Background: an optimization exercise with open tools, aiming at small area and a short achievable clock period. Do not read the settings as production practice. At most, simulation tests tie the RTL to the original design; equivalence was not proved. Power is estimated from default activity; no workload was simulated.

Design bfu_dif_top, start of the top module:
module bfu_dif_top
  #(parameter  Q_POINT = 8,
    parameter  TW_ROM_DEPTH = 4,
    parameter ADDR_W = $clog2(TW_ROM_DEPTH),
    parameter TW_ROM_FILE = "tw_rom_p_8_st_1_q_8.mem")
   (
     input clk,
     input reset_n,
     input [31:0] a,
     input [31:0] b,
     input [ADDR_W-1:0] tw_addr,
     output [31:0] c_plus,
     output [31:0] c_minus
   );
  function [11:0] kmul;
    input k;
    input [3:0] n;
    begin
      kmul[0] = (k & ~n[3] & ~n[2] & ~n[1] & n[0]) | (k & ~n[3] & ~n[2] & n[1] & n[0]) | (k & ~n[3] & n[2] & ~n[1] & n[0]) | (k & ~n[3] & n[2] & n[1] & n[0]) | (k & n[3] & ~n[2] & ~n[1] & n[0]) | (k & n[3] & ~n[2] & n[1] & n[0]) | (k & n[3] & n[2] & ~n[1] & n[0]) | (k & n[3] & n[2] & n[1] & n[0]);
      kmul[1] = (k & ~n[3] & ~n[2] & n[1] & ~n[0]) | (k & ~n[3] & ~n[2] & n[1] & n[0]) | (k & ~n[3] & n[2] & n[1] & ~n[0]) | (k & ~n[3] & n[2] & n[1] & n[0]) | (k & n[3] & ~n[2] & n[1] & ~n[0]) | (k & n[3] & ~n[2] & n[1] & n[0]) | (k & n[3] & n[2] & n[1] & ~n[0]) | (k & n[3] & n[2] & n[1] & n[0]);
      kmul[2] = (k & ~n[3] & ~n[2] & ~n[1] & n[0]) | (k & ~n[3] & ~n[2] & n[1] & n[0]) | (k & ~n[3] & n[2] & ~n[1] & ~n[0]) | (k & ~n[3] & n[2] & n[1] & ~n[0]) | (k & n[3] & ~n[2] & ~n[1] & n[0]) | (k & n[3] & ~n[2] & n[1] & n[0]) | (k & n[3] & n[2] & ~n[1] & ~n[0]) | (k & n[3] & n[2] & n[1] & ~n[0]);
      kmul[3] = (k & ~n[3] & ~n[2] & n[1] & ~n[0]) | (k & ~n[3] & ~n[2] & n[1] & n[0]) | (k & ~n[3] & n[2] & ~n[1] & n[0]) | (k & ~n[3] & n[2] & n[1] & ~n[0]) | (k & n[3] & ~n[2] & ~n[1] & ~n[0]) | (k & n[3] & ~n[2] & ~n[1] & n[0]) | (k & n[3] & n[2] & ~n[1] & ~n[0]) | (k & n[3] & n[2] & n[1] & n[0]);
      kmul[4] = (k & ~n[3] & ~n[2] & ~n[1] & n[0]) | (k & ~n[3] & ~n[2] & n[1] & n[0]) | (k & ~n[3] & n[2] & ~n[1] & ~n[0]) | (k & ~n[3] & n[2] & n[1] & ~n[0]) | (k & ~n[3] & n[2] & n[1] & n[0]) | (k & n[3] & ~n[2] & ~n[1] & n[0]) | (k & n[3] & ~n[2] & n[1] & ~n[0]) | (k & n[3] & n[2] & ~n[1] & ~n[0]) | (k & n[3] & n[2] & ~n[1] & n[0]) | (k & n[3] & n[2] & n[1] & n[0]);
  ...
Size: ~130 I/O pins, ~0.018 mm^2 of cells after synthesis.
==> flow/config.mk <==
export PLATFORM = sky130hd
export DESIGN_NAME = bfu_dif_top
export DESIGN_NICKNAME = bfu_dif_top
export VERILOG_FILES = /design/flow/design.v
export SDC_FILE = /design/flow/constraint.sdc
export NUM_CORES = 4
export LEC_CHECK = 0
export CAP_MARGIN = 20
export CORE_MARGIN = 2
export CORE_UTILIZATION = 40
export SETUP_SLACK_MARGIN = 4.0
export SLEW_MARGIN = 20
==> flow/constraint.sdc <==
create_clock -name core_clock -period 6.5 [get_ports {clk}]
set_input_delay 1.3000 -clock core_clock [delete_from_list [all_inputs] [get_ports {clk}]]
set_output_delay 1.3000 -clock core_clock [all_outputs]
set_load 0.01 [all_outputs]
standard.sh (not shown) runs the stock make flow with config.mk's settings and CLKGATE_MAP_FILE= SYNTH_SCRIPT=/design/flow/synth_recipe.tcl, a recipe that flattens the netlist after the stock synthesis.
==> flow/flow/run.sh <==
#!/bin/bash
# Standard layout, with the ports buffered by buf_2 cells instead of the
# cell buffer_ports picks by default, and a clock tree with larger sink
# clusters and no dummy loads. Each ORFS step logs under orfs/logs/.
set -euo pipefail
bash standard.sh BUFFER_PORTS_ARGS="-buffer_cell sky130_fd_sc_hd__buf_2" \
  CTS_ARGS="-sink_clustering_enable -repair_clock_nets -dont_use_dummy_load -sink_clustering_size 30 -sink_clustering_max_diameter 80" \
  finish > standard.log 2>&1
The starting point finished with timing, DRC and antenna clean.
Next try:
--- a/flow/design.v
+++ b/flow/design.v
@@ -242,18 +242,41 @@
       kmul_top[1] = (k & n[1] & ~n[0]) | (k & n[1] & n[0]);
       kmul_top[2] = (k & ~n[1] & n[0]) | (k & n[1] & ~n[0]);
       kmul_top[3] = (k & n[1] & n[0]);
       kmul_top[4] = (k & ~n[1] & n[0]) | (k & n[1] & ~n[0]);
       kmul_top[5] = (k & ~n[1] & n[0]);
       kmul_top[6] = (k & n[1] & n[0]);
       kmul_top[7] = (k & ~n[1] & n[0]) | (k & n[1] & ~n[0]);
     end
   endfunction
+  function kmul_c;
+    input k;
+    input [7:0] n;
+    reg [11:0] t0, t1;
+    reg [4:0] s;
+    begin
+      t0 = kmul(k, n[3:0]);
+      t1 = kmul(k, n[7:4]);
+      s = {1'b0, t1[3:0]} + {1'b0, t0[7:4]};
+      kmul_c = s[4];
+    end
+  endfunction
+  function [7:0] kmul_q;
+    input k;
+    input [7:0] n;
+    input c;
+    reg [11:0] t0, t1;
+    begin
+      t0 = kmul(k, n[3:0]);
+      t1 = kmul(k, n[7:4]);
+      kmul_q = t1[11:4] + {4'd0, t0[11:8]} + {7'd0, c};
+    end
+  endfunction
   wire [8:0] srL = {1'b0, a[7:0]} + {1'b0, b[7:0]};
   wire [8:0] siL = {1'b0, a[23:16]} + {1'b0, b[23:16]};
   wire [8:0] ndL = {1'b0, b[7:0]} + {1'b0, ~a[7:0]} + {1'b1};
   wire [8:0] diL = {1'b0, a[23:16]} + {1'b0, ~b[23:16]} + {1'b1};
   reg [7:0] sr1, si1, nd1, di1;
   reg csr1, csi1, cnd1, cdi1;
   reg [7:0] arh1, aih1, brh1, bih1;
   reg r1_z2, r1_t3, r1_z0, r1_c;
   reg i1_nz0, i1_nz2, i1_nt3;
@@ -490,44 +513,38 @@
   wire nd_neg = ndh2[7] & (ndh2[6:0] != 7'd0 | ndz2);
   wire [9:0] ndxH = {{2{nd_neg}}, ndh2};
   wire [9:0] dixH = {{2{dih2[7]}}, dih2};
   wire [9:0] xrH = r2_z2 ? 10'd0 : (r2_t3 ? ndxH : ~ndxH);
   wire [9:0] yrH = r2_z0 ? 10'd0 : dixH;
   wire [9:0] xiH = i2_nz0 ? ndxH : 10'd0;
   wire [9:0] yiH = i2_nz2 ? (i2_nt3 ? dixH : ~dixH) : 10'd0;
   wire [10:0] urH = {1'b0, xrH} + {1'b0, yrH} + {cur2};
   wire [10:0] uiH = {1'b0, xiH} + {1'b0, yiH} + {cui2};
-  wire [11:0] rlo_t0 = kmul(k2, url2[3:0]), rlo_t1 = kmul(k2, url2[7:4]);
-  wire [11:0] ilo_t0 = kmul(~nk2, uil2[3:0]), ilo_t1 = kmul(~nk2, uil2[7:4]);
-  wire [4:0] rlo_c = {1'b0, rlo_t0[7:4]} + {1'b0, rlo_t1[3:0]};
-  wire [4:0] ilo_c = {1'b0, ilo_t0[7:4]} + {1'b0, ilo_t1[3:0]};
   reg [31:0] p3;
   reg [9:0] urh3, uih3;
-  reg [3:0] rt03, it03;
-  reg [7:0] rt13, it13;
+  reg [7:0] url3, uil3;
   reg rqc3, iqc3;
   reg k3, nk3;
   always @(posedge clk) begin
     p3 <= p2;
     urh3 <= urH[9:0]; uih3 <= uiH[9:0];
-    rt03 <= rlo_t0[11:8]; rt13 <= rlo_t1[11:4];
-    it03 <= ilo_t0[11:8]; it13 <= ilo_t1[11:4];
-    rqc3 <= rlo_c[4]; iqc3 <= ilo_c[4];
+    url3 <= url2; uil3 <= uil2;
+    rqc3 <= kmul_c(k2, url2); iqc3 <= kmul_c(~nk2, uil2);
     k3 <= k2; nk3 <= nk2;
   end
   reg [31:0] p4;
   reg [9:0] urh4, uih4;
   reg [7:0] rq4, iq4;
   reg k4, nk4;
   always @(posedge clk) begin
     p4 <= p3;
     urh4 <= urh3; uih4 <= uih3;
-    rq4 <= rt13 + {4'd0, rt03} + {7'd0, rqc3}; iq4 <= it13 + {4'd0, it03} + {7'd0, iqc3};
+    rq4 <= kmul_q(k3, url3, rqc3); iq4 <= kmul_q(~nk3, uil3, iqc3);
     k4 <= k3; nk4 <= nk3;
   end
   wire [11:0] rT2 = kmul(k4, urh4[3:0]), rT3 = kmul(k4, urh4[7:4]);
   wire [7:0] rT4 = kmul_top(k4, urh4[9:8]);
   wire rb_cs0 = rq4[0] ^ rT2[0] ^ 1'b0;
   wire rb_cc0 = (rq4[0] & rT2[0]) | (rq4[0] & 1'b0) | (rT2[0] & 1'b0);
   wire rb_cs1 = rq4[1] ^ rT2[1] ^ 1'b0;
   wire rb_cc1 = (rq4[1] & rT2[1]) | (rq4[1] & 1'b0) | (rT2[1] & 1'b0);
   wire rb_cs2 = rq4[2] ^ rT2[2] ^ 1'b0;
Outcome: The changed run completed with no timing, DRC or antenna violations; final cell count stays flat; synthesized cell count drops by 2.3%; fmax drops by 4.4%; routed wire length climbs by 2.3%; final area climbs by 1.9%; core utilization climbs by 1.1 points; sequential power drops by about 1%.
Function not checked in the second run of this note: the RTL went through the layout flow alone.

========
Another version of the RTL of bfu_dif_top (not shown whole).
For scale: roughly 1700 cells after synthesis, ~130 I/O pins, ~18000 µm² of cells after synthesis.
export LEC_CHECK = 0
export CAP_MARGIN = 20
export CORE_MARGIN = 2
export CORE_UTILIZATION = 40
export SETUP_SLACK_MARGIN = 4.0
export SLEW_MARGIN = 20
create_clock -name core_clock -period 6.5 [get_ports {clk}]
Scripts as last shown in full above: flow/flow/run.sh
Rerun with:
--- a/flow/design.v
+++ b/flow/design.v
@@ -381,18 +381,16 @@
   wire rc_cs5 = 1'b0 ^ rT3[9] ^ rT4[5];
   wire rc_cc5 = (1'b0 & rT3[9]) | (1'b0 & rT4[5]) | (rT3[9] & rT4[5]);
   wire rc_cs6 = 1'b0 ^ rT3[10] ^ rT4[6];
   wire rc_cc6 = (1'b0 & rT3[10]) | (1'b0 & rT4[6]) | (rT3[10] & rT4[6]);
   wire rc_cs7 = 1'b0 ^ rT3[11] ^ rT4[7];
   wire rc_cc7 = (1'b0 & rT3[11]) | (1'b0 & rT4[7]) | (rT3[11] & rT4[7]);
   wire [7:0] rcS = {rc_cs7, rc_cs6, rc_cs5, rc_cs4, rc_cs3, rc_cs2, rc_cs1, rc_cs0};
   wire [6:0] rcC = {rc_cc6, rc_cc5, rc_cc4, rc_cc3, rc_cc2, rc_cc1, rc_cc0};
-  wire [8:0] rsc = {1'b0, rcS} + {1'b0, {rcC, 1'b0}};
-  wire [7:0] rscv = rsc[7:0];
   wire [11:0] iT2 = kmul(~nk4, uih4[3:0]), iT3 = kmul(~nk4, uih4[7:4]);
   wire [7:0] iT4 = kmul_top(~nk4, uih4[9:8]);
   wire ib_cs0 = iq4[0] ^ iT2[0] ^ 1'b0;
   wire ib_cc0 = (iq4[0] & iT2[0]) | (iq4[0] & 1'b0) | (iT2[0] & 1'b0);
   wire ib_cs1 = iq4[1] ^ iT2[1] ^ 1'b0;
   wire ib_cc1 = (iq4[1] & iT2[1]) | (iq4[1] & 1'b0) | (iT2[1] & 1'b0);
   wire ib_cs2 = iq4[2] ^ iT2[2] ^ 1'b0;
   wire ib_cc2 = (iq4[2] & iT2[2]) | (iq4[2] & 1'b0) | (iT2[2] & 1'b0);
@@ -424,26 +422,25 @@
   wire ic_cs5 = 1'b0 ^ iT3[9] ^ iT4[5];
   wire ic_cc5 = (1'b0 & iT3[9]) | (1'b0 & iT4[5]) | (iT3[9] & iT4[5]);
   wire ic_cs6 = 1'b0 ^ iT3[10] ^ iT4[6];
   wire ic_cc6 = (1'b0 & iT3[10]) | (1'b0 & iT4[6]) | (iT3[10] & iT4[6]);
   wire ic_cs7 = 1'b0 ^ iT3[11] ^ iT4[7];
   wire ic_cc7 = (1'b0 & iT3[11]) | (1'b0 & iT4[7]) | (iT3[11] & iT4[7]);
   wire [7:0] icS = {ic_cs7, ic_cs6, ic_cs5, ic_cs4, ic_cs3, ic_cs2, ic_cs1, ic_cs0};
   wire [6:0] icC = {ic_cc6, ic_cc5, ic_cc4, ic_cc3, ic_cc2, ic_cc1, ic_cc0};
-  wire [8:0] isc = {1'b0, icS} + {1'b0, {icC, 1'b0}};
-  wire [7:0] iscv = isc[7:0];
   reg [31:0] p5;
   reg [7:0] rb5, ib5, rs5, is5;
+  reg [6:0] rk5, ik5;
   reg rc5a, rc5b, ic5a, ic5b;
   always @(posedge clk) begin
     p5 <= p4;
-    rb5 <= rsbv; ib5 <= isbv; rs5 <= rscv; is5 <= iscv;
+    rb5 <= rsbv; ib5 <= isbv; rs5 <= rcS; is5 <= icS; rk5 <= rcC; ik5 <= icC;
     rc5a <= rcba; rc5b <= rcbb; ic5a <= icba; ic5b <= icbb;
   end
   reg [31:0] p6, m6;
   always @(posedge clk) begin
     p6 <= p5;
-    m6 <= {is5 + {7'd0, ic5a} + {7'd0, ic5b}, ib5, rs5 + {7'd0, rc5a} + {7'd0, rc5b}, rb5};
+    m6 <= {is5 + {ik5, ic5a} + {7'd0, ic5b}, ib5, rs5 + {rk5, rc5a} + {7'd0, rc5b}, rb5};
   end
   assign c_plus = p6;
   assign c_minus = m6;
 endmodule
Outcome: Critical path depth went down by 1. Non-clock buffer count falls by 28. Power drops by 5.8%. Die area went up by 0.37%. Cell area drops by 1.3%. Core utilization drops by 0.74 points. Wire length came out lower by 4.1%. Worst setup slack gains 0.14 ns. Flip-flop and latch count grows by 14. Clock power increases by about 5%.
No functional check of the RTL was part of the first run of this note.

afterwards: timing with drivers on the ports:
The results above use ideal ports. As a check the final layouts listed here were re-extracted and re-timed, cells and wires unchanged. Step 1 sets driving cells, clkbuf_16 on the clock port and buf_2 on the other inputs (assumed; they add their load-dependent delay and slew). Step 2 adds t to the input delays and takes it off the output delays; t is the mean of the earliest and latest rising clock arrival at the registers after step 1. Input paths then give back, and output paths get back, about the clock's delay inside the block. a / b / c = ideal / step 1 / step 2; a / b = the first two.
| run | t, ns | setup WS [ns] | hold slack, ns | pins driven straight from the clock port |
|---|---|---|---|---|
| the first run of note 1 | 0.597 | 4.003 / 4.003 / 3.608 | 0.296 / 0.296 / 0.296 | 1 |
| the second run of note 1 | 0.595 | 3.888 / 3.888 / 3.527 | 0.295 / 0.295 / 0.295 | 1 |
| the first run of note 2 | 0.579 | 3.848 / 3.848 / 3.601 | 0.314 / 0.314 / 0.314 | 1 |
| the second run of note 2 | 0.595 | 3.988 / 3.988 / 3.520 | 0.273 / 0.273 / 0.273 | 1 |
After both steps setup and hold are still met in every run listed. For the second run of note 2, which loses most, drivers alone change the setup slack by 0.000 ns; drivers and shift together by -0.468 ns.
